This is an optimization exercise on Yosys and OpenROAD, whose aim is small area, a short achievable clock period and few clock cycles, not a production implementation.
The RTL was checked by simulation tests, not by an equivalence proof against the original design.
No activity file was given, so power comes from the tool's default toggle rates.

==> flow/design.v (outline; a module is shown in full before it is edited, if it fits) <==
// module alu_unit: 970 lines
module alu_unit(
    input clk,
    input rst,
    input in_valid,
    output in_ready,
    input [15:0] a,
    input [15:0] b,
    input [2:0] op,
    output reg out_valid,
    output reg [15:0] r
    );
  // ...
==> flow/flow/run.sh <==
#!/bin/bash
# Layout flow: the standard flow, except that synthesis maps with the
# ABC script in flow/abc_area.script (area-oriented mapping, no ABC
# buffering/upsizing; the resizer later fixes timing on the placed design).
# Then: buf_1 port buffers, clkbuf_8 clock buffers, and the resizer asked
# to leave 55 ns of setup slack. Each part logs to its own file.
set -e
rm -rf scripts_abc
cp -r "$FLOW_HOME/scripts" scripts_abc
cp flow/abc_area.script scripts_abc/abc_area.script
A=("BUFFER_PORTS_ARGS=-buffer_cell sky130_fd_sc_hd__buf_1" CTS_BUF_LIST=sky130_fd_sc_hd__clkbuf_8 SETUP_SLACK_MARGIN=55 )
bash standard.sh "${A[@]}" SCRIPTS_DIR=$PWD/scripts_abc synth > synth.log 2>&1
bash standard.sh "${A[@]}" finish > standard.log 2>&1
==> flow/flow/abc_area.script <==
strash
dch
map -a
strash
dch
amap
topo
stime -c
==> flow/standard.sh <==
#!/bin/bash
# synth_recipe.tcl (not shown) runs the flow's synth.tcl, then flattens the netlist and writes it again
# the make line also repeats each setting of config.mk as NAME=value (left out here)
make -C /OpenROAD-flow-scripts/flow DESIGN_CONFIG=/design/flow/config.mk WORK_HOME=/design/flow/orfs CLKGATE_MAP_FILE= SYNTH_SCRIPT=/design/flow/synth_recipe.tcl "${@:-finish}"
==> flow/config.mk <==
export PLATFORM = sky130hd
export DESIGN_NAME = alu_unit
export DESIGN_NICKNAME = alu_unit
export VERILOG_FILES = /design/flow/design.v
export SDC_FILE = /design/flow/constraint.sdc
export NUM_CORES = 4
export LEC_CHECK = 0
export ABC_AREA = 1
export CAP_MARGIN = 20
export CORE_MARGIN = 2
export CORE_UTILIZATION = 40
export SLEW_MARGIN = 20
==> flow/constraint.sdc <==
create_clock -name core_clock -period 70.0 [get_ports {clk}]
set_input_delay 14.0000 -clock core_clock [delete_from_list [all_inputs] [get_ports {clk}]]
set_output_delay 14.0000 -clock core_clock [all_outputs]
set_load 0.01 [all_outputs]
==> reports/results.ini, run 1 <==
[finish]
largest_class=multi-input gates
drive_gt1_share_pct=10.2
nonClkBufAreaFrac_pct=4.32
final_cells=1423
diodes=0
clk_share_pct=4.26

[timing]
finalSetupViolCount=0
final-hold-violation-count=0
fmax_ghz=0.0670
fin_setup_tns_ns=0

[synth]
ys_ff_latch=142
ys_seq_area_share_pct=32.0
async_flop_share_pct=0
synth_edf_count=0
yosys.area.top_type=dfxtp_1

[clock_network]
cts_resized=20
cts_max_level=4
cts_tree=done

[status]
status=timing/DRC/antenna clean

[placed_design]
gp_congestion=0.909
dp_slack_ns=54.00

[power_and_ir_drop]
pwr-share-clk_pct=30.9
ir_drop_v=0.0000143
comb-power_uw=72.2

[floorplan]
start_util_pct=40.7
tap_cells=280
core-area_sq_um=21800

[route]
via_per_inst=5.15
wl_per_cell_um=16.1
drt-total-wl_mm=22.9

[worst_setup_path]
worstPathMaxFanout=1
crit_type=flop to output pin

[grt]
grt_max_degree=21
top_usage_layer=met2

[job]
maxCapViolations=0

[worst_hold_path]
worstHoldStart=a_q[1]

Testbench counts, summed over its fixed seeds: cycles 4,032.
==> run 2: changes to the inputs <==
==> flow/flow/abc_area.script (replaced) <==
strash
dch
amap
strash
dch
amap
topo
stime -c
--- a/flow/config.mk
+++ b/flow/config.mk
@@ -10,3 +10,3 @@
 export CORE_MARGIN = 2
-export CORE_UTILIZATION = 40
+export CORE_UTILIZATION = 60
 export SLEW_MARGIN = 20
==> reports/results.ini, run 2 <==
[status]
status=timing/DRC/antenna clean  ; unchanged

[floorplan]
ios=56  ; unchanged
start_util_pct=60.8  ; was 40.7%
dieArea_sq_um=15600  ; was 23,400 sq um
core-area_sq_um=14400  ; was 21,800 sq um
rows=44  ; was 54
die_y_um=125  ; was 153 um
die_w_um=125  ; was 153 um

[synth]
ys_ff_latch=142  ; unchanged
syn_area_sq_um=8770  ; was 8890 sq um
yosys-top-cells-area=dfxtp_1 (32%), ha_1 (15%), fa_1 (13%)  ; was dfxtp_1 (32%), ha_1 (14%), fa_1 (13%)
yosysTopAreaCellShare_pct=32.4  ; was 32.0%
yosys.area.top_type=dfxtp_1  ; unchanged
synth_cells=1007  ; was 1,024
async_flop_share_pct=0  ; unchanged
syn_area_per_cell_sq_um=8.71  ; was 8.68 sq um
yosysWarnings=1  ; unchanged
syn-num-nets=1205  ; was 1,222
synth.most_common_cell=dfxtp_1  ; was clkinv_1
synth_cell_types=34  ; was 39
synth_edf_count=0  ; unchanged
synth_common_cells=dfxtp_1 (142), clkinv_1 (123), a21oi_1 (121)  ; was clkinv_1 (145), dfxtp_1 (142), nor2_1 (108)
synthFlopType=dfxtp_1  ; unchanged
ys_seq_area_share_pct=32.4  ; was 32.0%

[grt]
top_usage_layer=met2  ; unchanged
track_usage_pct=27.6  ; was 19.8%
use_met2_pct=45.6  ; was 31.7%
grt_max_degree=33  ; was 21
antenna_found_initial=0  ; unchanged
grt_pass1_wl_mm=34.6  ; was 36.6 mm
grt-ovfl-total=0  ; unchanged
gr-usage-met1_pct=37.9  ; was 27.2%
grt_util_met3_pct=4.98  ; was 3.88%
grt_pass1_vias=6975  ; was 6,998

[clock_network]
clk_pin_slew_worst_paths_ns=0.08  ; was 0.09 ns
clkLatencyLatePin_ns=0.44  ; was 0.45 ns
clock_sinks=142  ; unchanged
cts_tree=done  ; unchanged
clockBufferDepth=2  ; unchanged
cts_max_level=4  ; unchanged
cts_root_buf=clkbuf_8  ; unchanged
cts_buffers=17  ; unchanged

[power_and_ir_drop]
p_int_uw=160  ; was 154 uW
power_density_nw_per_um2=23.9  ; was 22.9 nW/um^2
p_sw_uw=78.2  ; was 84.1 uW
ir_drop_v=0.0000244  ; was 0.0000143 V
combPwrFrac_pct=30.8  ; was 30.3%
swShare_pct=32.9  ; was 35.3%
pwr-share-clk_pct=30.8  ; was 30.9%
seqPwrFrac_pct=38.5  ; was 38.8%
p_leak_uw=0.00406  ; was 0.00423 uW

[placed_design]
gp_congestion=0.910  ; was 0.909
dpl_cell_area_sq_um=9300  ; was 9520 sq um
hpwl_mm=16.0  ; was 18.1 mm
io_buffers=54  ; unchanged

[finish]
final_common_cell=dfxtp_1  ; unchanged
final_cell_mix=dfxtp_1 (141), nor2_1 (116), a21oi_1 (112)  ; was dfxtp_1 (140), clkinv_1 (133), nor2_1 (105)
nets=1294  ; was 1,328
area_growth_pct=13.4  ; was 16.9%
diodes=0  ; unchanged
design_area_sq_um=9950  ; was 10,400 sq um
drive_gt1_share_pct=7.49  ; was 10.2%

[timing]
fmax_ghz=0.0669  ; was 0.0670 GHz
max_slew_margin_pct=56.7  ; was 41.8%
fin_setup_tns_ns=0  ; unchanged
finalSetupViolCount=0  ; unchanged
final-max-slew-violation-count=0  ; unchanged
finalCriticalPeriod_ns=14.94  ; was 14.93 ns
timing.final.crit_share_pct=21.3  ; about the same
worst_slew_pin_slew_ns=0.649  ; was 0.873 ns
rsz0062_at_grt=false  ; was true
hold_ws_ns=0.323  ; was 0.329 ns
final-hold-violation-count=0  ; unchanged
fin_worst_skew_ns=0.0173  ; was 0.0115 ns

[route]
drtIter0Drc=515  ; was 466
wl_per_cell_um=16.0  ; was 16.1 um
drc=0  ; unchanged
via_per_inst=5.68  ; was 5.15
num_vias=7339  ; was 7,335
dr.pass1.iters=5  ; unchanged
drtAntennaViolNets=0  ; unchanged
drt-total-wl_mm=20.7  ; was 22.9 mm

[worst_setup_path]
cpMaxStageDelayCell=dfxtp_1  ; unchanged
worstPathMaxFanout=1  ; unchanged
max_stage_delay_ns=0.36  ; was 0.34 ns
reg2reg_to=r[5]  ; was r[8]
r2r_cells=84  ; was 78
crit_type=flop to output pin  ; unchanged
start_kind=flop  ; unchanged
cp.required_ns=56.00  ; about the same
crit_family=flip-flops  ; unchanged
end_kind=output pin  ; unchanged
arrival_ns=0.94  ; was 0.93 ns
rr_startpoint=k2[2]  ; unchanged
rrSetupSlack_ns=56.11  ; was 55.98 ns
cp_num_buf_inv=1  ; unchanged
crit_chain=buf_1  ; was buf_2

[worst_hold_path]
min_path_type=flop to flop  ; unchanged
worstHoldStart=x1[0]  ; was a_q[1]
hold_end=x2[0]  ; was x1[1]
hold_depth=0  ; unchanged

[job]
maxCapViolations=0  ; unchanged

==> run 2: changes by cell type after synthesis, sizes merged, moves of 4 or more <==
cell | before | now
nor2 | 108 | 120
o21ai | 86 | 70
o32ai | 7 | 3
a21oi | 94 | 121
clkinv | 145 | 123
xnor2 | 4 | 0
o21a | 4 | 0
a22o | 10 | 4
o22ai | 70 | 79
nand3 | 9 | 13
o22a | 18 | 32
or2 | 8 | 4
o221ai | 4 | 0
==> run 2: worst max-delay path by stage <==
stage / slack, ns / from / to / depth (start not counted)
6_report: 55.06 / r[9] / r[9] / 1
5_1_grt: 55.01 / k1[2] / x2[7] / 75
4_1_cts: 55.04 / r[11] / r[11] / 1
3_5_place_dp: 53.98 / k2[2] / r[5] / 84
3_3_place_gp: 54.37 / k2[2] / r[5] / 84
2_1_floorplan: 55.31 / k2[2] / r[11] / 81
==> run 2: cell families after synthesis <==
group | after synthesis | share of synthesized area (%)
and+or+nand+nor | 239 | 11.3
DFF | 142 | 32.4
AOI/OAI and AO/OA | 341 | 23.1
buffers and inverters | 124 | 5.35
adders and majority gates | 160 | 27.8
other | 1 | 0.0427
==> run 2: repair_timing <==
item	CTS	global route
hold buffers	0	0
resized for setup	14	45
endpoints found under the setup margin	22	38
buffers inserted	0	4
pin swaps	0	2
==> run 2: final cells by class <==
class | instances | area, sq um
Multi-Input combinational cell | 741 | 5600
Fill cell | 1234 | 4470
Sequential cell | 142 | 2840
Inverter | 123 | 495
Timing Repair Buffer | 71 | 332
Clock buffer | 21 | 289
Tap cell | 184 | 230
Clock inverter | 10 | 161
==> run 2: power by group through the flow <==
| stage | clock, uW | sequential [uW] | combinational, uW |
|---|---|---|---|
| final | 73.2 | 91.6 | 73.2 |
| after global routing | 78.1 | 92.4 | 85.0 |
| after CTS | 74.4 | 91.7 | 71.3 |
| after detailed placement | 0 | 93.5 | 70.4 |
| after global placement | 0 | 93.4 | 68.8 |
| after floorplan | 0 | 91.2 | 57.0 |
==> run 2: per-layer routing <==
layer | up-vias | wire length (um)
met1 | 3403 | 9650
met3 | 20 | 969
met2 | 155 | 9840
li1 | 3761 | -
met5 | - | 0
met4 | 0 | 259
==> run 2: stage by stage <==
stage / util, % / setup WS (ns) / total power [uW] / std cells
floorplan: - / 55.31 / 148 / 1007
global placement: 64.5 / 54.37 / 162 / 1257
global route: 69.0 / 55.01 / 255 / 1292
CTS: 67.8 / 55.04 / 237 / 1288
finish: 69.0 / 55.06 / 238 / 1292
detailed placement: 64.5 / 53.98 / 164 / 1257
==> run 3: changes to the inputs <==
--- a/flow/flow/run.sh
+++ b/flow/flow/run.sh
@@ -10,3 +10,3 @@
 cp flow/abc_area.script scripts_abc/abc_area.script
-A=("BUFFER_PORTS_ARGS=-buffer_cell sky130_fd_sc_hd__buf_1" CTS_BUF_LIST=sky130_fd_sc_hd__clkbuf_8 SETUP_SLACK_MARGIN=55 )
+A=("BUFFER_PORTS_ARGS=-buffer_cell sky130_fd_sc_hd__buf_1" CTS_BUF_LIST=sky130_fd_sc_hd__clkbuf_8 SETUP_SLACK_MARGIN=55 SKIP_GATE_CLONING=1)
 bash standard.sh "${A[@]}" SCRIPTS_DIR=$PWD/scripts_abc synth > synth.log 2>&1
--- a/flow/config.mk
+++ b/flow/config.mk
@@ -10,3 +10,3 @@
 export CORE_MARGIN = 2
-export CORE_UTILIZATION = 60
+export CORE_UTILIZATION = 40
 export SLEW_MARGIN = 20
==> reports/results.ini, run 3 <==
[clock_network]
cts_root_buf=clkbuf_8  ; unchanged
holdBufCountCts=0  ; unchanged
clkLatencyLatePin_ns=0.45  ; was 0.44 ns
clock_sinks=142  ; unchanged
cts_tree=done  ; unchanged
cts_buffers=17  ; unchanged
clockBufferDepth=2  ; unchanged
cts_max_level=4  ; unchanged
clk_pin_slew_worst_paths_ns=0.09  ; was 0.08 ns

[finish]
final_cells=1396  ; was 1,292
seq_area_sq_um=2850  ; was 2840 sq um
diodes=0  ; unchanged
drive_gt1_share_pct=8.42  ; was 7.49%
final_cell_mix=dfxtp_1 (139), nor2_1 (117), a21oi_1 (116)  ; was dfxtp_1 (141), nor2_1 (116), a21oi_1 (112)
nets=1302  ; was 1,294
design_area_sq_um=10100  ; was 9950 sq um
post-route-util_pct=46.4  ; was 69.0%
final_common_cell=dfxtp_1  ; unchanged
multiInputGateArea_sq_um=5600  ; about the same
area_growth_pct=14.7  ; was 13.4%
fill_cells=2110  ; was 1,234

[floorplan]
die_y_um=152  ; was 125 um
start_util_pct=40.5  ; was 60.8%
dieArea_sq_um=23100  ; was 15,600 sq um
ios=56  ; unchanged
die_w_um=152  ; was 125 um
core-area_sq_um=21700  ; was 14,400 sq um
rows=54  ; was 44

[route]
drtIter0Drc=351  ; was 515
drt-total-wl_mm=23.0  ; was 20.7 mm
wl_per_cell_um=16.5  ; was 16.0 um
num_vias=7293  ; was 7,339
drc=0  ; unchanged
via_per_inst=5.22  ; was 5.68
dr.pass1.iters=4  ; was 5
drtAntennaViolNets=0  ; unchanged

[synth]
synth_cells=1007  ; unchanged
syn_area_per_cell_sq_um=8.71  ; unchanged
synth.most_common_cell=dfxtp_1  ; unchanged
yosysTopAreaCellShare_pct=32.4  ; unchanged
ys_ff_latch=142  ; unchanged
ys_seq_area_share_pct=32.4  ; unchanged
synth_cell_types=34  ; unchanged
async_flop_share_pct=0  ; unchanged
syn_area_sq_um=8770  ; unchanged
synth_edf_count=0  ; unchanged
yosys.area.top_type=dfxtp_1  ; unchanged
yosys-top-cells-area=dfxtp_1 (32%), ha_1 (15%), fa_1 (13%)  ; unchanged
synth_common_cells=dfxtp_1 (142), clkinv_1 (123), a21oi_1 (121)  ; unchanged
syn-num-nets=1205  ; unchanged
yosysWarnings=1  ; unchanged
synthFlopType=dfxtp_1  ; unchanged

[placed_design]
dp_cells=1351  ; was 1,257
gp_congestion=0.910  ; unchanged
dpl_cell_area_sq_um=9410  ; was 9300 sq um
hpwl_mm=17.8  ; was 16.0 mm
io_buffers=54  ; unchanged

[grt]
grt_pass1_vias=6855  ; was 6,975
grt_pass1_wl_mm=36.5  ; was 34.6 mm
antenna_found_initial=0  ; unchanged
grt_max_degree=24  ; was 33
track_usage_pct=20.0  ; was 27.6%
grt-ovfl-total=0  ; unchanged

[timing]
worst_slew_pin_slew_ns=1.05  ; was 0.649 ns
timing.final.crit_share_pct=21.4  ; was 21.3%
rsz0062_at_grt=false  ; unchanged
finalCriticalPeriod_ns=14.96  ; was 14.94 ns
final-hold-violation-count=0  ; unchanged
max_slew_margin_pct=29.5  ; was 56.7%
hold_ws_ns=0.332  ; was 0.323 ns
final-max-slew-violation-count=0  ; unchanged
fin_worst_skew_ns=0.0198  ; was 0.0173 ns
fin_setup_tns_ns=0  ; unchanged
finalSetupViolCount=0  ; unchanged
fmax_ghz=0.0669  ; about the same

[power_and_ir_drop]
p_leak_uw=0.00408  ; was 0.00406 uW
power_density_nw_per_um2=22.8  ; was 23.9 nW/um^2
ir_drop_v=0.0000134  ; was 0.0000244 V

[worst_setup_path]
start_kind=flop  ; unchanged
rr_startpoint=k2[2]  ; unchanged
cp-startpoint=r[3]  ; was r[9]
r2r_cells=82  ; was 84
arrival_ns=0.96  ; was 0.94 ns
cpMaxStageDelayCell=dfxtp_1  ; unchanged
crit_family=flip-flops  ; unchanged
crit_chain=buf_1  ; unchanged
worstPathMaxFanout=1  ; unchanged
max_stage_delay_ns=0.35  ; was 0.36 ns
cp_num_buf_inv=1  ; unchanged
cp-endpoint=r[3]  ; was r[9]
reg2reg_to=r[5]  ; unchanged
crit_cells=1  ; unchanged
crit_type=flop to output pin  ; unchanged
end_kind=output pin  ; unchanged
rrSetupSlack_ns=56.33  ; was 56.11 ns
cp.required_ns=56.00  ; about the same

[job]
maxCapViolations=0  ; unchanged

[worst_hold_path]
min_path_type=flop to flop  ; unchanged

[status]
status=timing/DRC/antenna clean  ; unchanged

run 3: cell types whose count changed in the layout (fill, tap and decap cells not counted), moves of 2 or more:
cell / previous run / this run
clkbuf_8: 21 / 18
clkinvlp_4: 4 / 7
buf_2: 0 / 3
a21oi_2: 9 / 5
buf_4: 17 / 25
a21oi_1: 112 / 116
buf_1: 53 / 49
bufinv_16: 4 / 1
dfxtp_1: 141 / 139
inv_8: 0 / 2
run 3: cell families after synthesis:
group           Yosys count  share of synthesized area (%)
flops                   142                           32.4
buf+inv                 124                           5.35
other cells               1                         0.0427
simple gates            239                           11.3
fa+ha+maj               160                           27.8
compound gates          341                           23.1
run 3: power breakdown:
group	switching, uW	total, uW	internal (uW)
registers	6.64	92.4	85.7
logic	42.1	73.5	31.4
clock network	33.8	63.5	29.7
run 3: cell type report:
class                      count  share of cell area [%]
timing repair buffer          79                    3.94
tap                          280                    3.48
sequential                   142                    28.3
clock inverter                13                    1.29
clock buffer                  18                    2.46
multi-input combinational    741                    55.6
inverter                     123                    4.89
run 3: how the worst min path moves through the flow:
stage	start	endpoint	slack (ns)	cells after the start
after CTS	a_q[8]	x1[8]	0.33	0
after global placement	a_q[0]	x1[0]	0.31	0
after detailed placement	a_q[8]	x1[8]	0.31	0
final	a_q[8]	x1[8]	0.33	0
after floorplan	q1[10]	q2[10]	0.31	0
after global routing	q1[10]	q2[10]	0.34	0
run 3: timing repair:
| item | CTS | global route |
|---|---|---|
| gates resized for setup | 12 | 46 |
| setup buffers | 0 | 14 |
| setup endpoints to repair | 20 | 40 |
| pin swaps | 0 | 2 |
run 3: layer usage:
metal	global-route usage (%)	routed length, um
met5	0	0
met4	6.45	478
met3	3.74	913
met2	32.5	10800
met1	27.0	10700
run 3: metrics by stage:
step           total power (uW)  setup slack [ns]
6_report                    229             55.04
5_1_grt                     247             54.93
4_1_cts                     230             55.01
3_5_place_dp                166             54.17
3_3_place_gp                164             54.50
2_1_floorplan               148             55.31
==> run 4: changes to the inputs <==
--- a/flow/flow/run.sh
+++ b/flow/flow/run.sh
@@ -10,3 +10,3 @@
 cp flow/abc_area.script scripts_abc/abc_area.script
-A=("BUFFER_PORTS_ARGS=-buffer_cell sky130_fd_sc_hd__buf_1" CTS_BUF_LIST=sky130_fd_sc_hd__clkbuf_8 SETUP_SLACK_MARGIN=55 SKIP_GATE_CLONING=1)
+A=("BUFFER_PORTS_ARGS=-buffer_cell sky130_fd_sc_hd__buf_1" CTS_BUF_LIST=sky130_fd_sc_hd__clkbuf_8 SETUP_SLACK_MARGIN=55 GPL_TIMING_DRIVEN=0)
 bash standard.sh "${A[@]}" SCRIPTS_DIR=$PWD/scripts_abc synth > synth.log 2>&1
==> reports/results.ini, run 4 <==
[worst_setup_path]
crit_family=flip-flops  ; unchanged
cpMaxStageDelayCell=dfxtp_1  ; unchanged
rrSetupSlack_ns=55.95  ; was 56.33 ns
max_stage_delay_ns=0.33  ; was 0.35 ns
r2r_cells=82  ; unchanged
crit_chain=buf_1  ; unchanged
reg2reg_to=r[9]  ; was r[5]
end_kind=output pin  ; unchanged
crit_type=flop to output pin  ; unchanged
worstPathMaxFanout=1  ; unchanged
cp.required_ns=56.00  ; about the same
arrival_ns=0.92  ; was 0.96 ns
crit_cells=1  ; unchanged
rr_startpoint=k2[2]  ; unchanged
cp_num_buf_inv=1  ; unchanged
start_kind=flop  ; unchanged

[floorplan]
die_w_um=152  ; unchanged
core-area_sq_um=21700  ; unchanged
ios=56  ; unchanged
rows=54  ; unchanged
die_y_um=152  ; unchanged
dieArea_sq_um=23100  ; unchanged
start_util_pct=40.5  ; unchanged

[power_and_ir_drop]
power_density_nw_per_um2=22.7  ; was 22.8 nW/um^2
power_uw=232  ; was 229 uW
p_leak_uw=0.00412  ; was 0.00408 uW
ir_drop_v=0.0000118  ; was 0.0000134 V

[clock_network]
clockBufferDepth=2  ; unchanged
cts_buffers=17  ; unchanged
cts_max_level=4  ; unchanged
cts_tree=done  ; unchanged
cts_root_buf=clkbuf_8  ; unchanged
clock_sinks=142  ; unchanged
holdBufCountCts=0  ; unchanged
clk_pin_slew_worst_paths_ns=0.09  ; about the same
clkLatencyLatePin_ns=0.45  ; about the same

[placed_design]
hpwl_mm=16.3  ; was 17.8 mm
dp_cells=1345  ; was 1,351
dpl_cell_area_sq_um=9380  ; was 9410 sq um
io_buffers=54  ; unchanged
gp_congestion=0.862  ; was 0.910

[finish]
final_cells=1402  ; was 1,396
area_growth_pct=16.7  ; was 14.7%
final_common_cell=dfxtp_1  ; unchanged
final_cell_mix=dfxtp_1 (141), nor2_1 (117), a21oi_1 (115)  ; was dfxtp_1 (139), nor2_1 (117), a21oi_1 (116)
nets=1307  ; was 1,302
design_area_sq_um=10200  ; was 10,100 sq um
fill_cells=2127  ; was 2,110
drive_gt1_share_pct=9.71  ; was 8.42%
diodes=0  ; unchanged

[status]
status=timing/DRC/antenna clean  ; unchanged

[synth]
yosys-top-cells-area=dfxtp_1 (32%), ha_1 (15%), fa_1 (13%)  ; unchanged
synth_cell_types=34  ; unchanged
synth_cells=1007  ; unchanged
yosysWarnings=1  ; unchanged
async_flop_share_pct=0  ; unchanged
synth.most_common_cell=dfxtp_1  ; unchanged
ys_ff_latch=142  ; unchanged
synth_edf_count=0  ; unchanged
ys_seq_area_share_pct=32.4  ; unchanged
synth_common_cells=dfxtp_1 (142), clkinv_1 (123), a21oi_1 (121)  ; unchanged
syn-num-nets=1205  ; unchanged
syn_area_per_cell_sq_um=8.71  ; unchanged
yosys.area.top_type=dfxtp_1  ; unchanged
synthFlopType=dfxtp_1  ; unchanged
yosysTopAreaCellShare_pct=32.4  ; unchanged
syn_area_sq_um=8770  ; unchanged

[timing]
max_slew_margin_pct=47.4  ; was 29.5%
finalCriticalPeriod_ns=14.92  ; was 14.96 ns
final-hold-violation-count=0  ; unchanged
fmax_ghz=0.0670  ; was 0.0669 GHz
finalSetupViolCount=0  ; unchanged
timing.final.crit_share_pct=21.3  ; was 21.4%
fin_setup_tns_ns=0  ; unchanged
fin_worst_skew_ns=0.0161  ; was 0.0198 ns
final-max-slew-violation-count=0  ; unchanged
worst_slew_pin_slew_ns=0.784  ; was 1.05 ns
rsz0062_at_grt=false  ; unchanged

[grt]
grt-ovfl-total=0  ; unchanged
track_usage_pct=18.6  ; was 20.0%
antenna_found_initial=0  ; unchanged
grt_pass1_wl_mm=34.6  ; was 36.5 mm
grt_pass1_vias=6888  ; was 6,855
grt_max_degree=33  ; was 24

[worst_hold_path]
min_path_type=flop to flop  ; unchanged
hold_end=x2[2]  ; was x1[8]
worstHoldStart=x1[2]  ; was a_q[8]
hold_depth=0  ; unchanged

[route]
dr.pass1.iters=5  ; was 4
drtAntennaViolNets=0  ; unchanged
drtIter0Drc=327  ; was 351
drc=0  ; unchanged
wl_per_cell_um=15.2  ; was 16.5 um
drt-total-wl_mm=21.4  ; was 23.0 mm
via_per_inst=5.25  ; was 5.22
num_vias=7356  ; was 7,293

[job]
maxCapViolations=0  ; unchanged

run 4: metal layers:
layer  share of wire, %  up-vias  global-route usage [%]
met3                2.7       28                    3.37
met1                 47     3419                    24.4
met2                 48      123                    31.4
met5                  0        -                       0
met4                1.9        0                    4.94
li1                   -     3786                       -
run 4: what timing repair did:
item                       CTS  global route
hold endpoints to repair     0             0
gates resized for setup     30            38
setup endpoints to repair   35            37
buffers inserted             7            16
gates cloned                 1             1
pin swaps                    0             5
run 4: area by class of cell:
class	instances	area (sq um)	area share, %
multi-input combinational	741	5680	55.5
sequential	142	2840	27.8
inverter	123	494	4.83
timing repair buffer	81	434	4.24
tap	280	350	3.42
clock buffer	19	262	2.56
clock inverter	13	149	1.45
timing repair inverter	2	12.5	0.122
buffer	1	7.51	0.0733
run 4: kinds of logic (layout without fill, tap and decap cells):
| kind of cell | after synthesis | count (layout) | share of synthesized area (%) |
|---|---|---|---|
| AOI/OAI and AO/OA | 341 | 341 | 23.1 |
| and+or+nand+nor | 239 | 239 | 11.3 |
| adders and majority gates | 160 | 160 | 27.8 |
| DFF | 142 | 142 | 32.4 |
| buffers and inverters | 124 | 239 | 5.35 |
| other | 1 | 1 | 0.0427 |
run 4: how the worst max path moves through the flow:
stage / endpoint / start
CTS: r[9] / k2[1]
detailed placement: r[9] / k2[2]
floorplan: r[11] / k2[2]
global route: r[9] / k2[2]
global placement: r[9] / k2[2]
finish: r[10] / r[10]
run 4: power breakdown:
group / total (uW) / switching (uW) / internal [uW]
sequential: 91.6 / 5.89 / 85.8
clock: 67.3 / 35.8 / 31.5
combinational: 73.2 / 41.5 / 31.7
total: 232 / 83.2 / 149
run 4: worst reg2reg max path: cells and delay by family (launching register included):
| family | cells | cell delay [ns] |
|---|---|---|
| compound gates | 41 | 7.68 |
| simple gates | 26 | 2.87 |
| fa+ha+maj | 5 | 1.62 |
| buf+inv | 10 | 1.43 |
| flops | 1 | 0.35 |
run 4: metrics by stage:
step                hold slack [ns]  setup WS [ns]  util [%]
detailed placement            0.313          52.74      43.2
CTS                           0.334          54.95      45.8
global placement              0.312          49.57      43.0
global route                  0.340          54.94      47.2
floorplan                     0.310          55.31         -
finish                        0.332          55.08      47.2
==> run 5: changes to the inputs <==
--- a/flow/flow/run.sh
+++ b/flow/flow/run.sh
@@ -10,3 +10,3 @@
 cp flow/abc_area.script scripts_abc/abc_area.script
-A=("BUFFER_PORTS_ARGS=-buffer_cell sky130_fd_sc_hd__buf_1" CTS_BUF_LIST=sky130_fd_sc_hd__clkbuf_8 SETUP_SLACK_MARGIN=55 GPL_TIMING_DRIVEN=0)
+A=("BUFFER_PORTS_ARGS=-buffer_cell sky130_fd_sc_hd__buf_1" CTS_BUF_LIST=sky130_fd_sc_hd__clkbuf_8 SETUP_SLACK_MARGIN=55 GPL_ROUTABILITY_DRIVEN=0)
 bash standard.sh "${A[@]}" SCRIPTS_DIR=$PWD/scripts_abc synth > synth.log 2>&1
==> reports/results.ini, run 5 <==
[worst_hold_path]
hold_end=x1[0]  ; was x2[2]
worstHoldStart=a_q[0]  ; was x1[2]
min_path_type=flop to flop  ; unchanged
hold_depth=0  ; unchanged

[synth]
syn_area_sq_um=8770  ; unchanged
ys_seq_area_share_pct=32.4  ; unchanged
async_flop_share_pct=0  ; unchanged
syn_area_per_cell_sq_um=8.71  ; unchanged
syn-num-nets=1205  ; unchanged
yosys.area.top_type=dfxtp_1  ; unchanged
yosys-top-cells-area=dfxtp_1 (32%), ha_1 (15%), fa_1 (13%)  ; unchanged
synth_top_family_by_area=adder cells  ; unchanged
synthSimpleGateAreaFrac_pct=11.3  ; unchanged
synthXorXnorAreaFrac_pct=0  ; unchanged
synthAdderAreaFrac_pct=27.8  ; unchanged
ys_ff_latch=142  ; unchanged
synth-compound-area-share_pct=23.1  ; unchanged
synthFlopType=dfxtp_1  ; unchanged
synth_cells=1007  ; unchanged
yosysWarnings=1  ; unchanged
yosysTopAreaCellShare_pct=32.4  ; unchanged
synth.most_common_cell=dfxtp_1  ; unchanged
synth_edf_count=0  ; unchanged
synth_cell_types=34  ; unchanged
synth_mux_area_share_pct=0  ; unchanged
synth_common_cells=dfxtp_1 (142), clkinv_1 (123), a21oi_1 (121)  ; unchanged

[floorplan]
rows=54  ; unchanged
core-area_sq_um=21700  ; unchanged
die_y_um=152  ; unchanged
dieArea_sq_um=23100  ; unchanged
ios=56  ; unchanged
die_w_um=152  ; unchanged
start_util_pct=40.5  ; unchanged

[route]
drtAntennaViolNets=0  ; unchanged
num_vias=7209  ; was 7,356
drc=0  ; unchanged
via_per_inst=5.18  ; was 5.25
dr.pass1.iters=4  ; was 5
wl_per_cell_um=16.0  ; was 15.2 um
drtIter0Drc=390  ; was 327
drt-total-wl_mm=22.2  ; was 21.4 mm

[worst_setup_path]
worstPathMaxFanout=1  ; unchanged
cp.required_ns=56.00  ; about the same
r2r_cells=77  ; was 82
crit_type=flop to output pin  ; unchanged
end_kind=output pin  ; unchanged
reg2reg_to=x2[4]  ; was r[9]
arrival_ns=0.95  ; was 0.92 ns
cpMaxStageDelayCell=dfxtp_2  ; was dfxtp_1
rrSetupSlack_ns=56.34  ; was 55.95 ns
max_stage_delay_ns=0.36  ; was 0.33 ns
cp_num_buf_inv=1  ; unchanged
rr_startpoint=k1[2]  ; was k2[2]
start_kind=flop  ; unchanged
crit_family=flip-flops  ; unchanged
crit_chain=buf_2  ; was buf_1

[finish]
diodes=0  ; unchanged
fill_cells=2094  ; was 2,127
final_cells=1391  ; was 1,402
nets=1297  ; was 1,307
final_common_cell=dfxtp_1  ; unchanged
post-route-util_pct=46.0  ; was 47.2%
final_cell_mix=dfxtp_1 (137), nor2_1 (118), a21oi_1 (116)  ; was dfxtp_1 (141), nor2_1 (117), a21oi_1 (115)
drive_gt1_share_pct=7.65  ; was 9.71%
area_growth_pct=13.8  ; was 16.7%

[status]
status=timing/DRC/antenna clean  ; unchanged

[grt]
track_usage_pct=19.6  ; was 18.6%
grt_util_met3_pct=3.19  ; was 3.37%
use_met2_pct=32.0  ; was 31.4%
grt_pass1_vias=6786  ; was 6,888
grt_pass1_wl_mm=35.8  ; was 34.6 mm
grt_max_degree=24  ; was 33
gr-usage-met1_pct=27.2  ; was 24.4%
antenna_found_initial=0  ; unchanged
grt-ovfl-total=0  ; unchanged
top_usage_layer=met2  ; unchanged

[clock_network]
clockBufferDepth=2  ; unchanged
cts_root_buf=clkbuf_8  ; unchanged
clk_pin_slew_worst_paths_ns=0.10  ; was 0.09 ns
clock_sinks=142  ; unchanged
clkLatencyLatePin_ns=0.45  ; about the same
cts_tree=done  ; unchanged
cts_buffers=17  ; unchanged
cts_max_level=4  ; unchanged

[placed_design]
hpwl_mm=17.4  ; was 16.3 mm
dp_cells=1352  ; was 1,345
io_buffers=54  ; unchanged
dp_slack_ns=54.69  ; was 52.74 ns

[timing]
worst_slack_ns=55.05  ; was 55.08 ns
timing.final.crit_share_pct=21.4  ; was 21.3%
hold_ws_ns=0.321  ; was 0.332 ns
fin_setup_tns_ns=0  ; unchanged
fmax_ghz=0.0669  ; was 0.0670 GHz
worst_slew_pin_slew_ns=1.04  ; was 0.784 ns
rsz0062_at_grt=false  ; unchanged
finalSetupViolCount=0  ; unchanged
final-max-slew-violation-count=0  ; unchanged
final-hold-violation-count=0  ; unchanged
fin_worst_skew_ns=0.0212  ; was 0.0161 ns
max_slew_margin_pct=30.1  ; was 47.4%
finalCriticalPeriod_ns=14.95  ; was 14.92 ns

[power_and_ir_drop]
ir_drop_v=0.0000134  ; was 0.0000118 V
power_density_nw_per_um2=23.0  ; was 22.7 nW/um^2
p_leak_uw=0.00404  ; was 0.00412 uW

[job]
maxCapViolations=0  ; unchanged

-- run 5: cell families (layout without fill, tap and decap cells) --
group,count (synthesis),count (layout)
and+or+nand+nor,239,239
AOI/OAI and AO/OA,341,341
adders and majority gates,160,160
other,1,1
DFF,142,142
buffers and inverters,124,228
-- run 5: repair_timing --
item / CTS / global route
setup buffers: 0 / 8
endpoints found under the setup margin: 21 / 42
hold buffers: 0 / 0
cloned: 0 / 0
pin swaps: 0 / 1
gates resized for setup: 9 / 40
-- run 5: final cells by class --
type,count,area (sq um),area share [%]
clock buffers,18,248,2.48
clock inverters,13,133,1.33
inverters,123,485,4.86
multi-input cells,741,5560,55.7
flip-flops and latches,142,2850,28.5
well taps,280,350,3.51
repair buffers,74,360,3.61
-- run 5: where the power goes --
| group | internal [uW] | switching [uW] | leakage [uW] |
|---|---|---|---|
| sequential | 85.7 | 6.62 | 0.00119 |
| combinational | 31.2 | 41.7 | 0.00266 |
| clock | 29.7 | 34.2 | 0.000191 |
| total | 147 | 82.5 | 0.00404 |
-- run 5: stage by stage --
step | power [uW] | cell area [sq um]
6_report | 229 | 9980
5_1_grt | 248 | 9980
4_1_cts | 229 | 9810
3_5_place_dp | 166 | 9410
3_3_place_gp | 164 | 9410
2_1_floorplan | 148 | 8770
-- run 5: layer usage --
| metal | share of wire [%] | vias up | wire [um] |
|---|---|---|---|
| met5 | 0 | - | 0 |
| met4 | 1.2 | 0 | 260 |
| met3 | 4.3 | 22 | 949 |
| met2 | 47 | 142 | 10400 |
| met1 | 48 | 3288 | 10600 |
| li1 | - | 3757 | - |
-- run 5: how the worst max path moves through the flow --
stage | start | to | slack, ns | cells after the start
final | r[5] | r[5] | 55.05 | 1
after global routing | r[12] | r[12] | 55.00 | 1
after CTS | r[7] | r[7] | 55.00 | 1
after detailed placement | k2[1] | r[0] | 54.69 | 85
after global placement | k2[1] | r[0] | 55.08 | 85
after floorplan | k2[2] | r[11] | 55.31 | 81
==> run 6: changes to the inputs <==
--- a/flow/config.mk
+++ b/flow/config.mk
@@ -10,3 +10,3 @@
 export CORE_MARGIN = 2
-export CORE_UTILIZATION = 40
+export CORE_UTILIZATION = 30
 export SLEW_MARGIN = 20
==> reports/results.ini, run 6 <==
[status]
status=timing/DRC/antenna clean  ; unchanged

[synth]
syn_area_sq_um=8770  ; unchanged
yosysTopAreaCellShare_pct=32.4  ; unchanged
yosysWarnings=1  ; unchanged
yosys-top-cells-area=dfxtp_1 (32%), ha_1 (15%), fa_1 (13%)  ; unchanged
async_flop_share_pct=0  ; unchanged
synth_top_family_by_area=adder cells  ; unchanged
synth-compound-area-share_pct=23.1  ; unchanged
ys_seq_area_share_pct=32.4  ; unchanged
syn_area_per_cell_sq_um=8.71  ; unchanged
synth.most_common_cell=dfxtp_1  ; unchanged
synthSimpleGateAreaFrac_pct=11.3  ; unchanged
synthFlopType=dfxtp_1  ; unchanged
syn-num-nets=1205  ; unchanged
synth_edf_count=0  ; unchanged
synthAdderAreaFrac_pct=27.8  ; unchanged
synth_common_cells=dfxtp_1 (142), clkinv_1 (123), a21oi_1 (121)  ; unchanged
synth_cell_types=34  ; unchanged
synthXorXnorAreaFrac_pct=0  ; unchanged
ys_ff_latch=142  ; unchanged
synth_cells=1007  ; unchanged
yosys.area.top_type=dfxtp_1  ; unchanged
synth_mux_area_share_pct=0  ; unchanged

[power_and_ir_drop]
combPwrFrac_pct=32.2  ; was 31.8%
pwr-share-clk_pct=28.2  ; was 27.9%
swShare_pct=37.8  ; was 36.0%
p_sw_uw=88.0  ; was 82.5 uW
p_int_uw=145  ; was 147 uW
p_leak_uw=0.00412  ; was 0.00404 uW
power_density_nw_per_um2=22.7  ; was 23.0 nW/um^2
ir_drop_v=0.0000121  ; was 0.0000134 V
seqPwrFrac_pct=39.5  ; was 40.3%

[timing]
max_slew_margin_pct=30.4  ; was 30.1%
worst_slew_pin_slew_ns=1.04  ; about the same
final-hold-violation-count=0  ; unchanged
finalCriticalPeriod_ns=14.94  ; was 14.95 ns
final-max-slew-violation-count=0  ; unchanged
rsz0062_at_grt=false  ; unchanged
timing.final.crit_share_pct=21.3  ; was 21.4%
fin_setup_tns_ns=0  ; unchanged
fin_worst_skew_ns=0.0164  ; was 0.0212 ns
hold_ws_ns=0.322  ; was 0.321 ns
finalSetupViolCount=0  ; unchanged
fmax_ghz=0.0669  ; about the same

[floorplan]
rows=62  ; was 54
core-area_sq_um=28800  ; was 21,700 sq um
die_w_um=175  ; was 152 um
ios=56  ; unchanged
start_util_pct=30.5  ; was 40.5%
dieArea_sq_um=30600  ; was 23,100 sq um
die_y_um=175  ; was 152 um

[grt]
grt-ovfl-total=0  ; unchanged
track_usage_pct=15.3  ; was 19.6%
grt_pass1_vias=7150  ; was 6,786
antenna_found_initial=0  ; unchanged
grt_max_degree=33  ; was 24
grt_pass1_wl_mm=37.1  ; was 35.8 mm

[route]
wl_per_cell_um=15.4  ; was 16.0 um
drtAntennaViolNets=0  ; unchanged
drt-total-wl_mm=23.1  ; was 22.2 mm
drc=0  ; unchanged
dr.pass1.iters=5  ; was 4
num_vias=7508  ; was 7,209
via_per_inst=5.00  ; was 5.18
drtIter0Drc=452  ; was 390

[worst_setup_path]
crit_chain=buf_6  ; was buf_2
cpMaxStageDelayCell=dfxtp_4  ; was dfxtp_2
crit_type=flop to output pin  ; unchanged
cp-startpoint=r[8]  ; was r[5]
rrSetupSlack_ns=56.20  ; was 56.34 ns
cp_num_buf_inv=1  ; unchanged
arrival_ns=0.94  ; was 0.95 ns
rr_startpoint=k2[2]  ; was k1[2]
worstPathMaxFanout=1  ; unchanged
cp.required_ns=56.00  ; about the same
start_kind=flop  ; unchanged
end_kind=output pin  ; unchanged
max_stage_delay_ns=0.37  ; was 0.36 ns
r2r_cells=84  ; was 77
crit_family=flip-flops  ; unchanged
reg2reg_to=r[5]  ; was x2[4]

[clock_network]
clkLatencyLatePin_ns=0.46  ; was 0.45 ns
cts_max_level=4  ; unchanged
cts_buffers=17  ; unchanged
cts_tree=done  ; unchanged
clk_pin_slew_worst_paths_ns=0.10  ; about the same
clockBufferDepth=2  ; unchanged
cts_root_buf=clkbuf_8  ; unchanged
clock_sinks=142  ; unchanged

[placed_design]
io_buffers=54  ; unchanged
hpwl_mm=17.9  ; was 17.4 mm

[worst_hold_path]
worstHoldStart=x1[1]  ; was a_q[0]
min_path_type=flop to flop  ; unchanged
hold_depth=0  ; unchanged
hold_end=x2[1]  ; was x1[0]

[finish]
nets=1304  ; was 1,297
area_growth_pct=17.0  ; was 13.8%
multiInputGateArea_sq_um=5580  ; was 5560 sq um
final_cell_mix=dfxtp_1 (137), nor2_1 (116), clkinv_1 (115)  ; was dfxtp_1 (137), nor2_1 (118), a21oi_1 (116)
seq_area_sq_um=2850  ; about the same
drive_gt1_share_pct=9.74  ; was 7.65%
diodes=0  ; unchanged
final_common_cell=dfxtp_1  ; unchanged
fill_cells=2936  ; was 2,094

[job]
maxCapViolations=0  ; unchanged

run 6: cell counts after synthesis:
Identical to the previous run, type by type.
run 6: worst max-delay path by stage:
stage | end | slack, ns | depth (start not counted)
2_1_floorplan | r[11] | 55.31 | 81
3_3_place_gp | r[3] | 54.13 | 83
3_5_place_dp | r[4] | 54.07 | 85
4_1_cts | r[8] | 55.00 | 1
5_1_grt | r[9] | 54.96 | 85
6_report | r[8] | 55.06 | 1
run 6: through the flow:
stage / cells / area, sq um / total power, uW / worst slack (ns) / util, %
after floorplan: 1007 / 8770 / 148 / 55.31 / -
after global placement: 1455 / 9540 / 163 / 54.13 / 33.1
after detailed placement: 1455 / 9540 / 165 / 54.07 / 33.1
after CTS: 1487 / 10000 / 232 / 55.00 / 34.8
after global routing: 1503 / 10300 / 251 / 54.96 / 35.7
final: 1503 / 10300 / 233 / 55.06 / 35.7
run 6: kinds of logic (layout without fill, tap and decap cells):
family,after synthesis,in the layout
AO/OA/AOI/OAI,341,341
buffers and inverters,124,236
AND/OR/NAND/NOR,239,239
adder cells (fa/ha/maj),160,160
other,1,1
flip-flops,142,142
run 6: worst reg2reg max path, delay by kind of cell, from the launching register on:
family | cells | cell delay, ns
adder cells (fa/ha/maj) | 5 | 1.76
AND/OR/NAND/NOR | 29 | 3.10
buffers and inverters | 11 | 1.73
AO/OA/AOI/OAI | 39 | 6.79
flip-flops | 1 | 0.36
run 6: final cells by class:
| type | count | share of cell area, % |
|---|---|---|
| Clock buffer | 17 | 2.28 |
| Clock inverter | 15 | 1.69 |
| Inverter | 123 | 4.79 |
| Multi-Input combinational cell | 741 | 54.4 |
| Sequential cell | 142 | 27.8 |
| Tap cell | 384 | 4.68 |
| Timing Repair Buffer | 80 | 4.29 |
| Timing Repair inverter | 1 | 0.0732 |
run 6: power by group through the flow:
stage / clock network, uW / logic [uW] / registers (uW)
6_report: 65.8 / 75.1 / 92.1
5_1_grt: 71.3 / 86.7 / 92.8
4_1_cts: 67.6 / 72.0 / 92.1
3_5_place_dp: 0 / 71.3 / 94.1
3_3_place_gp: 0 / 68.9 / 94.1
2_1_floorplan: 0 / 57.0 / 91.2
run 6: timing repair:
item | 4_1_cts | 5_1_grt
setup buffers | 0 | 15
setup endpoints to repair | 25 | 43
resized for setup | 28 | 49
hold buffers | 0 | 0
cloned | 0 | 1
pin swaps | 0 | 5
run 6: routing by layer:
| metal | GRT usage, % | up-vias | routed length (um) |
|---|---|---|---|
| li1 | - | 3774 | - |
| met1 | 20.2 | 3485 | 10500 |
| met2 | 25.8 | 222 | 11000 |
| met3 | 2.83 | 27 | 1250 |
| met4 | 4.03 | 0 | 321 |
| met5 | 0 | - | 0 |
==> run 7: changes to the inputs <==
--- a/flow/config.mk
+++ b/flow/config.mk
@@ -10,3 +10,3 @@
 export CORE_MARGIN = 2
-export CORE_UTILIZATION = 30
+export CORE_UTILIZATION = 50
 export SLEW_MARGIN = 20
==> reports/results.ini, run 7 <==
[status]
status=timing/DRC/antenna clean  ; unchanged

[power_and_ir_drop]
power_density_nw_per_um2=22.7  ; about the same
seqPwrFrac_pct=40.9  ; was 39.5%
pwr-share-clk_pct=27.0  ; was 28.2%
p_leak_uw=0.00406  ; was 0.00412 uW
swShare_pct=36.5  ; was 37.8%
p_sw_uw=82.4  ; was 88.0 uW
combPwrFrac_pct=32.2  ; about the same
ir_drop_v=0.0000137  ; was 0.0000121 V
p_int_uw=144  ; was 145 uW

[timing]
worst_slew_pin_slew_ns=0.850  ; was 1.04 ns
fin_worst_skew_ns=0.0166  ; was 0.0164 ns
finalCriticalPeriod_ns=14.95  ; was 14.94 ns
max_slew_margin_pct=42.9  ; was 30.4%
final-hold-violation-count=0  ; unchanged
timing.final.crit_share_pct=21.4  ; was 21.3%
fin_setup_tns_ns=0  ; unchanged
fmax_ghz=0.0669  ; about the same
rsz0062_at_grt=false  ; unchanged
final-max-slew-violation-count=0  ; unchanged
hold_ws_ns=0.324  ; was 0.322 ns
finalSetupViolCount=0  ; unchanged

[clock_network]
clock_sinks=142  ; unchanged
cts_buffers=17  ; unchanged
clk_pin_slew_worst_paths_ns=0.09  ; was 0.10 ns
cts_max_level=4  ; unchanged
clkLatencyLatePin_ns=0.45  ; was 0.46 ns
cts_tree=done  ; unchanged
cts_root_buf=clkbuf_8  ; unchanged
clockBufferDepth=2  ; unchanged
holdBufCountCts=0  ; unchanged

[synth]
yosysTopAreaCellShare_pct=32.4  ; unchanged
async_flop_share_pct=0  ; unchanged
syn_area_per_cell_sq_um=8.71  ; unchanged
syn-num-nets=1205  ; unchanged
synth_common_cells=dfxtp_1 (142), clkinv_1 (123), a21oi_1 (121)  ; unchanged
syn_area_sq_um=8770  ; unchanged
synth_cell_types=34  ; unchanged
synth_edf_count=0  ; unchanged
synth_cells=1007  ; unchanged
synthFlopType=dfxtp_1  ; unchanged
yosys.area.top_type=dfxtp_1  ; unchanged
yosys-top-cells-area=dfxtp_1 (32%), ha_1 (15%), fa_1 (13%)  ; unchanged
yosysWarnings=1  ; unchanged
synth.most_common_cell=dfxtp_1  ; unchanged
ys_ff_latch=142  ; unchanged
ys_seq_area_share_pct=32.4  ; unchanged

[floorplan]
die_w_um=136  ; was 175 um
die_y_um=136  ; was 175 um
rows=48  ; was 62
start_util_pct=50.9  ; was 30.5%
ios=56  ; unchanged
core-area_sq_um=17200  ; was 28,800 sq um
dieArea_sq_um=18600  ; was 30,600 sq um

[worst_setup_path]
cp_num_buf_inv=1  ; unchanged
cpMaxStageDelayCell=dfxtp_1  ; was dfxtp_4
arrival_ns=0.95  ; was 0.94 ns
start_kind=flop  ; unchanged
max_stage_delay_ns=0.36  ; was 0.37 ns
crit_type=flop to output pin  ; unchanged
crit_family=flip-flops  ; unchanged
rrSetupSlack_ns=56.09  ; was 56.20 ns
worstPathMaxFanout=1  ; unchanged
crit_chain=buf_2  ; was buf_6
cp.required_ns=56.00  ; about the same
end_kind=output pin  ; unchanged

[route]
drc=0  ; unchanged
dr.pass1.iters=5  ; unchanged
routed-wl-met2_mm=10.4  ; was 11.0 mm
wl_met3_um=795  ; was 1.25 mm
wirelength_met1_mm=10.2  ; was 10.5 mm
drt-total-wl_mm=21.9  ; was 23.1 mm
via_per_inst=5.41  ; was 5.00
drtIter0Drc=444  ; was 452
top_layer=met4  ; unchanged
wl_per_cell_um=16.3  ; was 15.4 um
drtAntennaViolNets=0  ; unchanged
num_vias=7269  ; was 7,508

[job]
maxCapViolations=0  ; unchanged

[finish]
nets=1304  ; unchanged
final_cell_mix=dfxtp_1 (141), nor2_1 (118), a21oi_1 (116)  ; was dfxtp_1 (137), nor2_1 (116), clkinv_1 (115)
final_common_cell=dfxtp_1  ; unchanged
area_growth_pct=13.2  ; was 17.0%
fill_cells=1569  ; was 2,936
drive_gt1_share_pct=7.86  ; was 9.74%
post-route-util_pct=57.6  ; was 35.7%
diodes=0  ; unchanged

[placed_design]
io_buffers=54  ; unchanged
hpwl_mm=17.4  ; was 17.9 mm

[grt]
track_usage_pct=24.7  ; was 15.3%
grt_pass1_vias=6670  ; was 7,150
grt_pass1_wl_mm=34.9  ; was 37.1 mm
grt_max_degree=33  ; unchanged
antenna_found_initial=0  ; unchanged
grt-ovfl-total=0  ; unchanged

[worst_hold_path]
min_path_type=flop to flop  ; unchanged

[run 7: changes by cell type in the layout (fill, tap and decap cells not counted), sizes merged]
cell / previous run / this run
clkbuf: 20 / 22
clkinv: 123 / 118
inv: 12 / 14
clkinvlp: 4 / 5
[run 7: routing by layer]
metal	global-route usage [%]	vias to the layer above
met5	0	-
met4	9.26	0
met3	4.18	47
met2	39.7	163
met1	33.4	3293
li1	-	3766
[run 7: layout make-up]
type | instances | area [sq um] | area share, %
flip-flops and latches | 142 | 2840 | 28.6
multi-input cells | 741 | 5550 | 55.8
well taps | 225 | 282 | 2.83
clock inverters | 14 | 118 | 1.18
repair buffers | 81 | 412 | 4.14
clock buffers | 18 | 248 | 2.49
inverters | 123 | 485 | 4.89
[run 7: metrics by stage]
step | setup slack, ns | std cells | cell area (sq um) | total power [uW]
floorplan | 55.31 | 1007 | 8770 | 148
global placement | 54.98 | 1298 | 9350 | 164
detailed placement | 54.66 | 1298 | 9350 | 165
CTS | 55.00 | 1330 | 9730 | 227
global route | 54.89 | 1344 | 9940 | 244
finish | 55.05 | 1344 | 9940 | 226
[run 7: timing repair]
action                     CTS  global route
setup endpoints to repair   24            39
setup buffers                0            14
pin swaps                    0             2
gates resized for setup      6            38
hold endpoints to repair     0             0
[run 7: logic make-up after synthesis]
group | after synthesis | share of synthesized area [%]
buf+inv | 124 | 5.35
compound gates | 341 | 23.1
flops | 142 | 32.4
simple gates | 239 | 11.3
other cells | 1 | 0.0427
fa+ha+maj | 160 | 27.8
[run 7: worst paths after layout]
check	depth (start not counted)	endpoint	start
worst max-delay path	1	r[9]	r[9]
worst min-delay path	0	q2[11]	q1[11]
worst max register to register	84	r[5]	k2[2]
worst min register to register	0	q2[11]	q1[11]
[run 7: power by group through the flow]
stage	sequential [uW]	combinational (uW)	clock, uW
after floorplan	91.2	57.0	0
after global placement	94.2	70.0	0
after detailed placement	94.1	71.3	0
after CTS	92.3	71.7	63.2
after global routing	93.0	84.1	66.6
final	92.3	72.7	60.9
==> run 8: changes to the inputs <==
--- a/flow/flow/run.sh
+++ b/flow/flow/run.sh
@@ -10,3 +10,3 @@
 cp flow/abc_area.script scripts_abc/abc_area.script
-A=("BUFFER_PORTS_ARGS=-buffer_cell sky130_fd_sc_hd__buf_1" CTS_BUF_LIST=sky130_fd_sc_hd__clkbuf_8 SETUP_SLACK_MARGIN=55 GPL_ROUTABILITY_DRIVEN=0)
+A=("BUFFER_PORTS_ARGS=-buffer_cell sky130_fd_sc_hd__buf_1" CTS_BUF_LIST=sky130_fd_sc_hd__clkbuf_8 SETUP_SLACK_MARGIN=55 SETUP_MOVE_SEQUENCE=unbuffer,sizeup,swap,buffer)
 bash standard.sh "${A[@]}" SCRIPTS_DIR=$PWD/scripts_abc synth > synth.log 2>&1
--- a/flow/config.mk
+++ b/flow/config.mk
@@ -10,3 +10,3 @@
 export CORE_MARGIN = 2
-export CORE_UTILIZATION = 50
+export CORE_UTILIZATION = 40
 export SLEW_MARGIN = 20
==> reports/results.ini, run 8 <==
[status]
status=timing/DRC/antenna clean  ; unchanged

[synth]
yosysTopAreaCellShare_pct=32.4  ; unchanged
syn_area_per_cell_sq_um=8.71  ; unchanged
synth.most_common_cell=dfxtp_1  ; unchanged
yosysWarnings=1  ; unchanged
synth_edf_count=0  ; unchanged
syn_area_sq_um=8770  ; unchanged
synth_cell_types=34  ; unchanged
synth_common_cells=dfxtp_1 (142), clkinv_1 (123), a21oi_1 (121)  ; unchanged
yosys-top-cells-area=dfxtp_1 (32%), ha_1 (15%), fa_1 (13%)  ; unchanged
synthFlopType=dfxtp_1  ; unchanged
async_flop_share_pct=0  ; unchanged
synth_cells=1007  ; unchanged
yosys.area.top_type=dfxtp_1  ; unchanged
ys_ff_latch=142  ; unchanged
ys_seq_area_share_pct=32.4  ; unchanged
syn-num-nets=1205  ; unchanged

[timing]
finalSetupViolCount=0  ; unchanged
finalCriticalPeriod_ns=14.96  ; was 14.95 ns
fmax_ghz=0.0669  ; about the same
final-max-slew-violation-count=0  ; unchanged
max_slew_margin_pct=29.5  ; was 42.9%
hold_ws_ns=0.332  ; was 0.324 ns
timing.final.crit_share_pct=21.4  ; about the same
worst_slew_pin_slew_ns=1.05  ; was 0.850 ns
fin_setup_tns_ns=0  ; unchanged
fin_worst_skew_ns=0.0198  ; was 0.0166 ns
rsz0062_at_grt=false  ; unchanged
final-hold-violation-count=0  ; unchanged

[worst_setup_path]
cp_num_buf_inv=1  ; unchanged
end_kind=output pin  ; unchanged
cpMaxStageDelayCell=dfxtp_1  ; unchanged
rrSetupSlack_ns=56.33  ; was 56.09 ns
cp-startpoint=r[3]  ; was r[9]
crit_cells=1  ; unchanged
reg2reg_to=r[5]  ; unchanged
crit_family=flip-flops  ; unchanged
crit_chain=buf_1  ; was buf_2
max_stage_delay_ns=0.35  ; was 0.36 ns
rr_startpoint=k2[2]  ; unchanged
cp.required_ns=56.00  ; about the same
worstPathMaxFanout=1  ; unchanged
crit_type=flop to output pin  ; unchanged
start_kind=flop  ; unchanged
r2r_cells=82  ; was 84
cp-endpoint=r[3]  ; was r[9]
arrival_ns=0.96  ; was 0.95 ns

[clock_network]
cts_buffers=17  ; unchanged
cts_max_level=4  ; unchanged
cts_tree=done  ; unchanged
cts_root_buf=clkbuf_8  ; unchanged
clock_sinks=142  ; unchanged
clkLatencyLatePin_ns=0.45  ; about the same
clockBufferDepth=2  ; unchanged
clk_pin_slew_worst_paths_ns=0.09  ; about the same

[finish]
final_cell_mix=dfxtp_1 (139), nor2_1 (117), a21oi_1 (116)  ; was dfxtp_1 (141), nor2_1 (118), a21oi_1 (116)
final_common_cell=dfxtp_1  ; unchanged
diodes=0  ; unchanged
fill_cells=2110  ; was 1,569
nets=1302  ; was 1,304
area_growth_pct=14.7  ; was 13.2%
drive_gt1_share_pct=8.42  ; was 7.86%

[placed_design]
hpwl_mm=17.8  ; was 17.4 mm
io_buffers=54  ; unchanged
gp_congestion=0.910

[route]
drt-total-wl_mm=23.0  ; was 21.9 mm
num_vias=7293  ; was 7,269
dr.pass1.iters=4  ; was 5
via_per_inst=5.22  ; was 5.41
drc=0  ; unchanged
drtAntennaViolNets=0  ; unchanged
drtIter0Drc=351  ; was 444
wl_per_cell_um=16.5  ; was 16.3 um

[grt]
grt_max_degree=24  ; was 33
track_usage_pct=20.0  ; was 24.7%
grt_pass1_vias=6855  ; was 6,670
antenna_found_initial=0  ; unchanged
grt_pass1_wl_mm=36.5  ; was 34.9 mm
grt-ovfl-total=0  ; unchanged

[floorplan]
dieArea_sq_um=23100  ; was 18,600 sq um
die_y_um=152  ; was 136 um
ios=56  ; unchanged
start_util_pct=40.5  ; was 50.9%
die_w_um=152  ; was 136 um
core-area_sq_um=21700  ; was 17,200 sq um
rows=54  ; was 48

[power_and_ir_drop]
p_leak_uw=0.00408  ; was 0.00406 uW
power_density_nw_per_um2=22.8  ; was 22.7 nW/um^2
ir_drop_v=0.0000134  ; was 0.0000137 V
power_uw=229  ; was 226 uW

[worst_hold_path]
min_path_type=flop to flop  ; unchanged

[job]
maxCapViolations=0  ; unchanged

-- run 8: how the worst min path moves through the flow --
stage / cells after the start / end / from / slack [ns]
2_1_floorplan: 0 / q2[10] / q1[10] / 0.31
3_3_place_gp: 0 / x1[0] / a_q[0] / 0.31
3_5_place_dp: 0 / x1[8] / a_q[8] / 0.31
4_1_cts: 0 / x1[8] / a_q[8] / 0.33
5_1_grt: 0 / q2[10] / q1[10] / 0.34
6_report: 0 / x1[8] / a_q[8] / 0.33
-- run 8: cell families (layout without fill, tap and decap cells) --
family                   after synthesis  count (layout)  share of synthesized area (%)
other                                  1               1                         0.0427
flip-flops                           142             142                           32.4
AO/OA/AOI/OAI                        341             341                           23.1
AND/OR/NAND/NOR                      239             239                           11.3
adder cells (fa/ha/maj)              160             160                           27.8
buffers and inverters                124             233                           5.35
-- run 8: final cells by class --
class,count,area (sq um),share of cell area (%)
inverter,123,492,4.89
timing repair buffer,79,397,3.94
tap,280,350,3.48
sequential,142,2850,28.3
clock inverter,13,130,1.29
multi-input combinational,741,5600,55.6
clock buffer,18,248,2.46
-- run 8: report_power, final --
group          total (uW)  switching (uW)  internal (uW)
logic                73.5            42.1           31.4
registers            92.4            6.64           85.7
clock network        63.5            33.8           29.7
total                 229            82.5            147
-- run 8: worst reg2reg max path: cells and delay by family, from the launching register on --
kind                     cells  cell delay, ns
adder cells (fa/ha/maj)      5            1.81
buffers and inverters       10            1.59
AND/OR/NAND/NOR             27            2.81
flip-flops                   1            0.37
AO/OA/AOI/OAI               40            6.99
-- run 8: per-layer routing --
layer	up-vias	GRT usage, %	share of wire, %
met4	0	6.45	2.1
met5	-	0	0
met2	138	32.5	47
met1	3347	27.0	47
met3	29	3.74	4.0
li1	3779	-	-
-- run 8: metrics by stage --
step	setup slack [ns]	cells	utilization [%]	instance area [sq um]
after global routing	54.93	1396	46.4	10100
after global placement	54.50	1351	43.4	9410
after detailed placement	54.17	1351	43.4	9410
after floorplan	55.31	1007	-	8770
after CTS	55.01	1382	45.2	9810
final	55.04	1396	46.4	10100
-- run 8: repair_timing --
action                                  CTS  global route
setup buffers                             0            14
pin swaps                                 0             2
hold buffers                              0             0
endpoints found under the setup margin   20            40
resized for setup                        12            46
==> run 9: changes to the inputs <==
--- a/flow/flow/run.sh
+++ b/flow/flow/run.sh
@@ -5,3 +5,3 @@
 # Then: buf_1 port buffers, clkbuf_8 clock buffers, and the resizer asked
-# to leave 55 ns of setup slack. Each part logs to its own file.
+# to leave 55.2 ns of setup slack. Each part logs to its own file.
 set -e
@@ -10,3 +10,3 @@
 cp flow/abc_area.script scripts_abc/abc_area.script
-A=("BUFFER_PORTS_ARGS=-buffer_cell sky130_fd_sc_hd__buf_1" CTS_BUF_LIST=sky130_fd_sc_hd__clkbuf_8 SETUP_SLACK_MARGIN=55 SETUP_MOVE_SEQUENCE=unbuffer,sizeup,swap,buffer)
+A=("BUFFER_PORTS_ARGS=-buffer_cell sky130_fd_sc_hd__buf_1" CTS_BUF_LIST=sky130_fd_sc_hd__clkbuf_8 SETUP_SLACK_MARGIN=55.2 )
 bash standard.sh "${A[@]}" SCRIPTS_DIR=$PWD/scripts_abc synth > synth.log 2>&1
==> reports/results.ini, run 9 <==
[route]
num_vias=7319  ; was 7,293
drt-total-wl_mm=23.1  ; was 23.0 mm
via_per_inst=5.22  ; about the same
dr.pass1.iters=5  ; was 4
wl_per_cell_um=16.5  ; about the same
drtIter0Drc=362  ; was 351
drtAntennaViolNets=0  ; unchanged
drc=0  ; unchanged

[timing]
rsz0062_at_grt=true  ; was false
final-max-slew-violation-count=0  ; unchanged
final-hold-violation-count=0  ; unchanged
timing.final.crit_share_pct=21.3  ; was 21.4%
hold_ws_ns=0.332  ; about the same
finalCriticalPeriod_ns=14.92  ; was 14.96 ns
finalSetupViolCount=0  ; unchanged
max_slew_margin_pct=29.0  ; was 29.5%
worst_slew_pin_slew_ns=1.06  ; was 1.05 ns
fin_worst_skew_ns=0.0201  ; was 0.0198 ns
fin_setup_tns_ns=0  ; unchanged
fmax_ghz=0.0670  ; was 0.0669 GHz

[grt]
grt_max_degree=24  ; unchanged
gr-usage-met1_pct=27.1  ; was 27.0%
antenna_found_initial=0  ; unchanged
grt_util_met3_pct=3.68  ; was 3.74%
use_met2_pct=32.9  ; was 32.5%
grt_pass1_vias=6832  ; was 6,855
top_usage_layer=met2  ; unchanged
grt_pass1_wl_mm=36.5  ; about the same
track_usage_pct=20.0  ; about the same
grt-ovfl-total=0  ; unchanged

[worst_setup_path]
crit_family=flip-flops  ; unchanged
cp_num_buf_inv=1  ; unchanged
worstPathMaxFanout=1  ; unchanged
cp.required_ns=56.00  ; about the same
start_kind=flop  ; unchanged
end_kind=output pin  ; unchanged
cpMaxStageDelayCell=dfxtp_4  ; was dfxtp_1
crit_chain=buf_6  ; was buf_1
max_stage_delay_ns=0.37  ; was 0.35 ns
arrival_ns=0.92  ; was 0.96 ns
crit_type=flop to output pin  ; unchanged

[power_and_ir_drop]
seqPwrFrac_pct=40.2  ; was 40.3%
ir_drop_v=0.0000134  ; about the same
power_density_nw_per_um2=22.5  ; was 22.8 nW/um^2
swShare_pct=36.0  ; about the same
p_sw_uw=82.7  ; was 82.5 uW
p_int_uw=147  ; about the same
pwr-share-clk_pct=27.7  ; about the same
combPwrFrac_pct=32.1  ; was 32.0%
p_leak_uw=0.00416  ; was 0.00408 uW

[clock_network]
clk_pin_slew_worst_paths_ns=0.09  ; about the same
cts_max_level=4  ; unchanged
cts_root_buf=clkbuf_8  ; unchanged
cts_tree=done  ; unchanged
clkLatencyLatePin_ns=0.45  ; about the same
holdBufCountCts=0  ; unchanged
clock_sinks=142  ; unchanged
clockBufferDepth=2  ; unchanged
cts_buffers=17  ; unchanged

[synth]
yosysTopAreaCellShare_pct=32.4  ; unchanged
synth_cell_types=34  ; unchanged
yosysWarnings=1  ; unchanged
synth.most_common_cell=dfxtp_1  ; unchanged
yosys.area.top_type=dfxtp_1  ; unchanged
synth_common_cells=dfxtp_1 (142), clkinv_1 (123), a21oi_1 (121)  ; unchanged
yosys-top-cells-area=dfxtp_1 (32%), ha_1 (15%), fa_1 (13%)  ; unchanged
synth_cells=1007  ; unchanged
async_flop_share_pct=0  ; unchanged
syn_area_per_cell_sq_um=8.71  ; unchanged
ys_seq_area_share_pct=32.4  ; unchanged
syn_area_sq_um=8770  ; unchanged
synth_edf_count=0  ; unchanged
ys_ff_latch=142  ; unchanged
syn-num-nets=1205  ; unchanged
synthFlopType=dfxtp_1  ; unchanged

[finish]
final_cells=1401  ; was 1,396
final_common_cell=dfxtp_1  ; unchanged
drive_gt1_share_pct=10.7  ; was 8.42%
diodes=0  ; unchanged
fill_cells=2097  ; was 2,110
nets=1307  ; was 1,302
final_cell_mix=dfxtp_1 (132), nor2_1 (117), a21oi_1 (115)  ; was dfxtp_1 (139), nor2_1 (117), a21oi_1 (116)
area_growth_pct=16.3  ; was 14.7%

[placed_design]
gp_congestion=0.910  ; unchanged
io_buffers=54  ; unchanged
hpwl_mm=17.8  ; unchanged
dp_cells=1351  ; unchanged

[status]
status=timing/DRC/antenna clean  ; unchanged

[job]
maxCapViolations=0  ; unchanged

[floorplan]
dieArea_sq_um=23100  ; unchanged
ios=56  ; unchanged
core-area_sq_um=21700  ; unchanged
rows=54  ; unchanged
start_util_pct=40.5  ; unchanged
die_w_um=152  ; unchanged
die_y_um=152  ; unchanged

[worst_hold_path]
min_path_type=flop to flop  ; unchanged

==> run 9: cell counts after synthesis <==
No cell type changed its count.
==> run 9: final timing paths <==
kind         startpoint    end  slack, ns  depth (start not counted)
max                r[8]   r[8]      55.08                          1
min              a_q[8]  x1[8]       0.33                          0
max reg2reg       k2[2]   r[4]      56.46                         82
min reg2reg      a_q[8]  x1[8]       0.33                          0
==> run 9: power groups by stage <==
stage / registers (uW) / logic, uW / clock network (uW)
3_5_place_dp: 94.3 / 71.3 / 0
3_3_place_gp: 94.3 / 69.8 / 0
6_report: 92.3 / 73.7 / 63.6
2_1_floorplan: 91.2 / 57.0 / 0
4_1_cts: 92.3 / 72.1 / 65.5
5_1_grt: 93.1 / 86.1 / 68.6
==> run 9: logic make-up after synthesis <==
logic type | count (synthesis) | synth area share [%]
other | 1 | 0.0427
DFF | 142 | 32.4
and+or+nand+nor | 239 | 11.3
adders and majority gates | 160 | 27.8
buffers and inverters | 124 | 5.35
AOI/OAI and AO/OA | 341 | 23.1
==> run 9: cell type report <==
cell class | count | area [sq um] | share of cell area [%]
flip-flops and latches | 142 | 2860 | 28.0
well taps | 280 | 350 | 3.43
clock buffers | 18 | 248 | 2.43
repair inverters | 1 | 5.00 | 0.0491
repair buffers | 83 | 504 | 4.94
multi-input cells | 741 | 5610 | 55.0
inverters | 123 | 492 | 4.82
clock inverters | 13 | 130 | 1.28
==> run 9: what timing repair did <==
action | CTS | global route
resized for setup | 45 | 47
buffers inserted | 0 | 18
pin swaps | 0 | 3
cloned | 0 | 1
endpoints found under the setup margin | 39 | 54
==> run 9: per-layer routing <==
layer / up-vias / wire [um]
met5: - / 0
met4: 0 / 344
met3: 25 / 1070
met2: 141 / 11100
met1: 3367 / 10600
li1: 3786 / -
==> run 9: through the flow <==
stage	setup slack (ns)	util, %	cell area [sq um]	power [uW]
6_report	55.08	47.0	10200	230
5_1_grt	55.04	47.0	10200	248
4_1_cts	55.04	45.7	9900	230
3_5_place_dp	54.17	43.4	9410	166
3_3_place_gp	54.50	43.4	9410	164
2_1_floorplan	55.31	-	8770	148

port drivers added, routing unchanged:
No port has a modelled driver above. Below, the same layouts with a new extraction and two added sets of constraints. Step 1 sets driving cells, clkbuf_16 on the clock port and buf_2 on the other inputs (assumed; they add their load-dependent delay and slew). Step 2, shift: input delay + t, output delay - t, t = (earliest + latest rising clock arrival at the registers) / 2. This alone moves slack from input paths to output paths. a / b / c = no drivers / after step 1 / after step 2; a / b = the first two.
| run | t, ns | setup WS [ns] |
|---|---|---|
| run 1 | 0.480 | 55.070 / 55.031 / 55.220 |
| run 2 | 0.469 | 55.060 / 55.019 / 55.346 |
| run 3 | 0.476 | 55.043 / 55.004 / 55.337 |
| run 4 | 0.482 | 55.077 / 55.040 / 55.370 |
| run 5 | 0.482 | 55.048 / 55.009 / 55.340 |
| run 6 | 0.498 | 55.056 / 55.012 / 55.322 |
| run 7 | 0.486 | 55.053 / 55.011 / 55.345 |
| run 8 | 0.476 | 55.043 / 55.004 / 55.337 |
| run 9 | 0.477 | 55.076 / 55.036 / 55.338 |
After both steps every run listed still meets setup and hold.
